Source: an optimization exercise on an open RTL-to-GDS flow (aim: small area, a short achievable clock period and few clock cycles). Production flows keep margins and buffers that such runs may drop. RTL that was checked went through simulation tests only; none was proved equivalent to the original. No driver is modelled on the clock port, so clock power and skew are understated where the tree is cut down; a real chip needs a root buffer or a tree. Power is estimated from default activity; no workload was simulated.

== run A ==
Design ULA, start of the top module:
module ULA (
    input clk,
    input reset,
    input [3:0] seletor,
    output saida,
    output [18:0] rom_addr,
    input [7:0] rom_data,
    output reg [18:0] ram_wraddr,
    output reg [7:0] ram_data,
    output reg ram_wren,
    output reg done
);
    assign saida = 1'b0;
    wire [5:0] sel = {seletor[3],
                      ~seletor[2] & seletor[1] & seletor[0],
                      ~seletor[2] & ~seletor[1] & seletor[0],
                      ~seletor[2] & ~seletor[0],
                      seletor[1],
                      seletor == 4'b0100};
    reg f4, is_avg, is_dec, is_rep, zm, is_cp;
    reg start;
    always @(posedge clk) {f4, is_avg, is_dec, is_rep, zm, is_cp} <= sel;
    always @(posedge clk or negedge reset) begin
        if (!reset) start <= 1'b1;
        else start <= (sel != {f4, is_avg, is_dec, is_rep, zm, is_cp});
    end
    wire valid = is_avg | is_dec | is_rep | is_cp;
    reg [1:0] c0, c1;
    reg [7:0] col;
    reg [6:0] r;
    reg run;
    wire [1:0] lim0 = is_rep ? {f4, 1'b1} : 2'd0;
    wire [1:0] lim2 = is_rep ? {f4, 1'b1} : 2'd0;
    wire e0 = is_avg ? (r[0] & (~f4 | r[1])) : (c0 == 2'd0);
    wire e2 = (c1 == 2'd0);
    wire ex = (col == (is_dec ? (f4 ? 8'd156 : 8'd158) : 8'd159));
    wire ey = (r == (is_dec ? (f4 ? 7'd116 : 7'd118) : 7'd119));
    wire last = e0 & ex & e2 & ey;
    wire blk_end = e0 & col[0] & (~f4 | col[1]);
    wire [2:0] step = is_dec ? {f4, ~f4, 1'b0} : 3'd1;
    wire [7:0] col_p = col + step;
    wire [6:0] r_p = r + step;
    wire [6:0] r_top = {r[6:2], r[1] & ~f4, 1'b0};
    always @(posedge clk) begin
        if (start) begin
            c0 <= lim0; c1 <= lim2; col <= 0; r <= 0;
        end else begin
            if (!e0) begin
                c0 <= c0 - 1'b1;
                if (is_avg) r <= r_p;
  ...
clock: 6.0 ns
lec_check: 0
abc_area: 1
cap_margin: 20
core_margin: 2
core_utilization: 65
place_density: 0.8
setup_slack_margin: 4.08
slew_margin: 20
standard.sh (not shown) runs the stock make flow with config.mk's settings and CLKGATE_MAP_FILE= SYNTH_SCRIPT=/design/flow/synth_recipe.tcl, a recipe that flattens the netlist after the stock synthesis.
==> flow/flow/run.sh <==
#!/bin/bash
# Layout flow: the standard ORFS flow with three changes:
#  - synthesis maps adders through ABC like the rest of the logic instead of
#    extracting full/half adder cells first (ADDER_MAP_FILE empty);
#  - plain buf_2 cells as the port buffers instead of the delay buffers
#    buffer_ports picks by default;
#  - the clock tree is four clkbuf_16 cells driven by the clock port, each
#    driving the flip-flops nearest to it (flow/cts_hook.tcl replaces
#    TritonCTS's two-level H-tree).
set -euo pipefail
here=$(cd "$(dirname "$0")" && pwd)
CLKBUF_N=4 bash standard.sh \
  "ADDER_MAP_FILE=" \
  "BUFFER_PORTS_ARGS=-buffer_cell sky130_fd_sc_hd__buf_2" \
  "PRE_CTS_TCL=$here/cts_hook.tcl" \
  finish > orfs_make.log 2>&1
==> flow/flow/cts_hook.tcl <==
# Clock buffering in place of TritonCTS's H-tree: the clock port drives
# CLKBUF_N clkbuf_16 cells (1, 2 or 4), each placed at the centre of the
# flip-flops it drives; the flip-flops are split between them by position.
proc clock_tree_synthesis { args } {
  set nbuf 1
  if { [info exists ::env(CLKBUF_N)] } { set nbuf $::env(CLKBUF_N) }
  set block [ord::get_db_block]
  set clk_net [$block findNet clk]
  set master [[ord::get_db] findMaster sky130_fd_sc_hd__clkbuf_16]
  set sinks {}
  foreach it [$clk_net getITerms] {
    set loc [[$it getInst] getLocation]
    lappend sinks [list $it [lindex $loc 0] [lindex $loc 1]]
  }
  # split into groups: by x, then each half by y
  set groups [list $sinks]
  set axis 1
  while { [llength $groups] < $nbuf } {
    set ng {}
    foreach g $groups {
      set s [lsort -integer -index $axis $g]
      set h [expr {[llength $s] / 2}]
      lappend ng [lrange $s 0 [expr {$h - 1}]] [lrange $s $h end]
    }
    set groups $ng
    set axis [expr {3 - $axis}]
  }
  set i 0
  foreach g $groups {
    set buf [odb::dbInst_create $block $master clkbuf_root_$i]
    set net [odb::dbNet_create $block clknet_root_$i]
    $net setSigType CLOCK
    set sx 0; set sy 0
    foreach s $g {
      set it [lindex $s 0]
      $it disconnect
      $it connect $net
      set sx [expr {$sx + [lindex $s 1]}]; set sy [expr {$sy + [lindex $s 2]}]
    }
    [$buf findITerm A] connect $clk_net
    [$buf findITerm X] connect $net
    set n [llength $g]
    $buf setLocation [expr {$sx / $n}] [expr {$sy / $n}]
    $buf setPlacementStatus PLACED
    puts "clock buffer clkbuf_root_$i drives $n sinks"
    incr i
  }
  $clk_net setSigType CLOCK
}
Run A reached the final stage; the timing, DRC and antenna checks on its layout passed.
Testbench counts of run A, summed over its fixed seeds: cycles 2,494,959.
## Diff of input files: run B against run A
- changing SETUP_SLACK_MARGIN from 4.08 to 4.15
### Flow results
[run B] area of the multi-input gates rose about 1% relative to run A
Against run A, run B comes in 0.38 points lower on final worst-path cycle share.
Of the two values seen for critical path capture point, ram_wren was produced by run B and ram_wraddr[9] by run A.
Side by side, routed wire length turned out higher in run B than in run A.
diff inputs: run B => run C
- a change of SETUP_SLACK_MARGIN from 4.15 to 4.05
## What came out
- Clock share of power across run B and run C: no real change.
- Run C reports a lower transition time at the pin with the least slew margin than run B does.
- Run C has less setup slack than run B.
- ~same post-synthesis sequential element count in run B and run C
- [compare] base=run B new=run C: routed length on met2 saw a decrease; total chip power flat; number of buffers inserted by post-CTS setup repair decreased 2.
In every run of this note, the design's own scripts or RTL, not TritonCTS, make the clock network.

old:
Starting RTL as in the previous note.
==> flow/config.mk <==
export PLATFORM = sky130hd
export DESIGN_NAME = ULA
export DESIGN_NICKNAME = ULA
export VERILOG_FILES = /design/flow/design.v
export SDC_FILE = /design/flow/constraint.sdc
export NUM_CORES = 4
export LEC_CHECK = 0
export ABC_AREA = 1
export CAP_MARGIN = 20
export CORE_MARGIN = 2
export CORE_UTILIZATION = 65
export PLACE_DENSITY = 0.8
export SETUP_SLACK_MARGIN = 4.1
export SLEW_MARGIN = 20
==> flow/constraint.sdc <==
create_clock -name core_clock -period 6.0 [get_ports {clk}]
set_input_delay 1.2000 -clock core_clock [delete_from_list [all_inputs] [get_ports {clk}]]
set_output_delay 1.2000 -clock core_clock [all_outputs]
set_load 0.01 [all_outputs]
==> flow/flow/run.sh <==
#!/bin/bash
# Layout flow: the standard ORFS flow with three changes:
#  - synthesis maps adders through ABC like the rest of the logic instead of
#    extracting full/half adder cells first (ADDER_MAP_FILE empty);
#  - plain buf_2 cells as the port buffers instead of the delay buffers
#    buffer_ports picks by default;
#  - the clock tree is four clkbuf_16 cells driven by the clock port, each
#    driving the flip-flops nearest to it (flow/cts_hook.tcl replaces
#    TritonCTS's two-level H-tree);
#  - after clock tree synthesis, output flip-flops that also feed internal
#    logic get drive strength 2 (flow/post_cts.tcl).
set -euo pipefail
here=$(cd "$(dirname "$0")" && pwd)
CLKBUF_N=4 bash standard.sh \
  "ADDER_MAP_FILE=" \
  "BUFFER_PORTS_ARGS=-buffer_cell sky130_fd_sc_hd__buf_2" \
  "PRE_CTS_TCL=$here/cts_hook.tcl" \
  "POST_CTS_TCL=$here/post_cts.tcl" \
  finish > orfs_make.log 2>&1
==> flow/flow/post_cts.tcl <==
# Output flip-flops that also drive logic inside the design (the write
# address counter) get the next drive strength, dfxtp_1 -> dfxtp_2, so
# their clock-to-output delay is not slowed by the extra load; then
# placement is legalized again.
proc my_upsize_output_flops {} {
  set db [ord::get_db]
  set block [ord::get_db_block]
  set n 0
  foreach bt [$block getBTerms] {
    if { [$bt getIoType] ne "OUTPUT" } { continue }
    set net [$bt getNet]
    if { $net eq "NULL" } { continue }
    foreach it [$net getITerms] {
      if { ![$it isOutputSignal] } { continue }
      set a [[$it getInst] findITerm A]
      if { $a eq "NULL" } { continue }
      set n2 [$a getNet]
      if { $n2 eq "NULL" || [llength [$n2 getITerms]] <= 2 } { continue }
      foreach it2 [$n2 getITerms] {
        if { ![$it2 isOutputSignal] } { continue }
        set ff [$it2 getInst]
        if { [[$ff getMaster] getName] eq "sky130_fd_sc_hd__dfxtp_1" } {
          $ff swapMaster [$db findMaster sky130_fd_sc_hd__dfxtp_2]
          incr n
        }
      }
    }
  }
  puts "upsized $n output flip-flops"
}
my_upsize_output_flops
detailed_placement
estimate_parasitics -placement
Scripts as last shown in full above: flow/flow/cts_hook.tcl
old: full flow OK, the timing, DRC and antenna checks passed
Testbench counts of old, summed over its fixed seeds: cycles 2,494,959.
Here is what was changed in the inputs of new compared with old.
Settings: swapping 4.1 for 4.12 in SETUP_SLACK_MARGIN.
--- a/flow/flow/run.sh
+++ b/flow/flow/run.sh
@@ -8,5 +8,3 @@
 #    driving the flip-flops nearest to it (flow/cts_hook.tcl replaces
-#    TritonCTS's two-level H-tree);
-#  - after clock tree synthesis, output flip-flops that also feed internal
-#    logic get drive strength 2 (flow/post_cts.tcl).
+#    TritonCTS's two-level H-tree).
 set -euo pipefail
@@ -17,3 +15,2 @@
   "PRE_CTS_TCL=$here/cts_hook.tcl" \
-  "POST_CTS_TCL=$here/post_cts.tcl" \
   finish > orfs_make.log 2>&1
removed: flow/flow/post_cts.tcl
==> run summary <==
- new: flow completed, timing, DRC and antenna clean
- The global-route usage in new was higher than what old gave.
- Of the two values seen for startpoint-to-endpoint class of the critical path, input pin to flip-flop was produced by new and flip-flop to output port by old.
- Cell area: old and new compared, higher one is new
- There was hardly any difference in final period utilization between old and new.
- Data required time of the worst path for new is higher than for old.
- In the reports for old and new, the smaller final design utilization belongs to old.
- Between old and new, the difference in total power is negligible.
- Global routing usage on met3 came out lower on new than on old.
- new vs old: share of power burned in the clock network down in new
- Changes observed in new relative to old: worst setup slack decreased 6.1 ps; placer congestion estimate increased 5.9%.
No run of this note takes its clock network from TritonCTS; it comes from the design's own scripts or RTL.

The RTL this note starts from:
==> flow/design.v <==
module ULA (
    input clk,
    input reset,
    input [3:0] seletor,
    output saida,
    output [18:0] rom_addr,
    input [7:0] rom_data,
    output reg [18:0] ram_wraddr,
    output reg [7:0] ram_data,
    output reg ram_wren,
    output reg done
);
    assign saida = 1'b0;
    reg [3:0] mode;
    reg start;
    always @(posedge clk or negedge reset) begin
        if (!reset) begin
            mode  <= 4'b1111;
            start <= 1'b0;
        end else begin
            mode  <= seletor;
            start <= (seletor != mode);
        end
    end
    reg is_avg, is_dec, is_rep;
    always @(posedge clk) begin
        is_avg <= ~seletor[2] & seletor[1] & seletor[0];
        is_dec <= ~seletor[2] & ~seletor[1] & seletor[0];
        is_rep <= ~seletor[2] & ~seletor[0];
    end
    wire f4    = mode[3];
    wire valid = ~mode[2] | (mode == 4'b0100);
    reg [1:0] c0, c1;
    reg [7:0] col;
    reg [6:0] r;
    reg run;
    wire [1:0] lim0 = is_rep ? {f4, 1'b1} : 2'd0;
    wire [1:0] lim2 = is_rep ? {f4, 1'b1} : 2'd0;
    wire e0 = is_avg ? (r[0] & (~f4 | r[1])) : (c0 == 2'd0);
    wire e2 = (c1 == 2'd0);
    wire ex = (col == (is_dec ? (f4 ? 8'd156 : 8'd158) : 8'd159));
    wire ey = (r == (is_dec ? (f4 ? 7'd116 : 7'd118) : 7'd119));
    wire last = e0 & ex & e2 & ey;
    wire wr = ~is_avg | (e0 & col[0] & (~f4 | col[1]));
    wire [2:0] step = is_dec ? {f4, ~f4, 1'b0} : 3'd1;
    wire [7:0] col_p = col + step;
    wire [6:0] r_p = r + step;
    wire [6:0] r_top = {r[6:2], r[1] & ~f4, 1'b0};
    always @(posedge clk) begin
        if (start) begin
            c0 <= lim0; c1 <= lim2; col <= 0; r <= 0;
        end else if (!e0) begin
            c0 <= c0 - 1'b1;
            if (is_avg) r <= r_p;
        end else begin
            c0 <= lim0;
            if (!ex) begin
                col <= col_p;
                if (is_avg) r <= r_top;
            end else begin
                col <= 0;
                if (!e2) c1 <= c1 - 1'b1;
                else begin
                    c1 <= lim2;
                    r <= r_p;
                end
            end
        end
    end
    reg [9:0] rh;
    reg [4:0] rl;
    assign rom_addr = {4'b0, rh, rl};
    always @(posedge clk) begin
        rh <= {r, 2'b00} + r + col[7:5];
        rl <= col[4:0];
    end
    reg v0, l0, r0, v1, l1, r1;
    always @(posedge clk or negedge reset) begin
        if (!reset) begin
            run <= 1'b0;
            v0 <= 1'b0; l0 <= 1'b0; r0 <= 1'b0;
            v1 <= 1'b0; l1 <= 1'b0; r1 <= 1'b0;
            ram_wren <= 1'b0; done <= 1'b0;
        end else begin
            if (start) run <= valid;
            else if (last) run <= 1'b0;
            v0 <= run & wr & ~start;
            l0 <= run & last & ~start;
            r0 <= run & ~start;
            v1 <= v0 & ~start;
            l1 <= l0 & ~start;
            r1 <= r0 & ~start;
            ram_wren <= v1 & ~start;
            done <= ~start & (done | l1);
        end
    end
    reg [3:0] ext;
    wire [11:0] nsum = (ram_wren ? 12'd0 : {ext, ram_data}) + rom_data;
    always @(posedge clk) begin
        if (start) ram_wraddr <= {19{1'b1}};
        else ram_wraddr <= ram_wraddr + v1;
        ext <= r1 ? nsum[11:8] : 4'd0;
        if (!is_avg) ram_data <= rom_data;
        else if (!r1) ram_data <= 8'd0;
        else if (v1) ram_data <= f4 ? nsum[11:4] : nsum[9:2];
        else ram_data <= nsum[7:0];
    end
endmodule
export LEC_CHECK = 0
export CAP_MARGIN = 20
export CORE_MARGIN = 2
export CORE_UTILIZATION = 40
export PLACE_DENSITY = 0.6
export SETUP_SLACK_MARGIN = 3.6
export SLEW_MARGIN = 20
create_clock -name core_clock -period 6.0 [get_ports {clk}]
==> flow/flow/run.sh <==
#!/bin/bash
# Layout flow: the standard ORFS flow, with plain buf_2 cells as the
# port buffers instead of the delay buffers buffer_ports picks by default.
set -euo pipefail
bash standard.sh "BUFFER_PORTS_ARGS=-buffer_cell sky130_fd_sc_hd__buf_2" finish > orfs_make.log 2>&1
Next try:
--- a/flow/config.mk
+++ b/flow/config.mk
@@ -11,3 +11,3 @@
 export PLACE_DENSITY = 0.6
-export SETUP_SLACK_MARGIN = 3.6
+export SETUP_SLACK_MARGIN = 3.9
 export SLEW_MARGIN = 20
Effect: Worst setup slack is better by 0.0087 ns; hold slack barely changes; die area stays the same; non-clock buffer count rose by 25; via count rose by 2.4%; final cell count grows by 3.7%; total power climbs by 3.1%; wire length goes up by 4.2%; core utilization came out higher by 4.2 points; maximum frequency goes up by 0.34%; global-route usage came out higher by 0.68 points.
No functional check of the RTL was part of any run of this note.

==> static timing again, ports no longer ideal <==
How much do the figures lean on ideal ports? The routed layouts below were timed once more, with nothing changed but the port constraints.
Step 1 (the two cells are an assumption about what drives the block):
set clk [get_ports {clk}]
set_driving_cell -lib_cell sky130_fd_sc_hd__clkbuf_16 $clk
set_driving_cell -lib_cell sky130_fd_sc_hd__buf_2 [delete_from_list [all_inputs] $clk]
Step 2 adds t to the input delays and takes it off the output delays; t is the mean of the earliest and latest rising clock arrival at the registers after step 1. Input paths then give back, and output paths get back, about the clock's delay inside the block.
Three values: ideal, step 1, step 2; two values: the first two.
run | t, ns | slack for setup (ns) | hold slack, ns | worst register clock-pin slew, ns | cell pins on the clock port's net
run A | 0.232 | 4.108 / 4.029 / 3.997 | 0.398 / 0.398 / 0.398 | 0.09 / 0.09 | 4
run B | 0.234 | 4.132 / 4.049 / 3.956 | 0.389 / 0.389 / 0.389 | 0.09 / 0.09 | 4
run C | 0.233 | 4.069 / 3.989 / 3.957 | 0.400 / 0.400 / 0.400 | 0.09 / 0.09 | 4
old | 0.233 | 4.124 / 4.043 / 3.999 | 0.400 / 0.400 / 0.400 | 0.09 / 0.09 | 4
new | 0.231 | 4.118 / 4.046 / 3.930 | 0.380 / 0.380 / 0.380 | 0.09 / 0.09 | 4
the first run of note 3 | 0.382 | 3.462 / 3.455 / 3.073 | 0.406 / 0.406 / 0.406 | 0.09 / 0.09 | 1
the second run of note 3 | 0.392 | 3.471 / 3.471 / 3.079 | 0.406 / 0.406 / 0.406 | 0.09 / 0.09 | 1
After both steps every run listed still meets setup and hold. For the second run of note 3, which loses most, drivers alone change the setup slack by 0.000 ns; drivers and shift together by -0.392 ns.
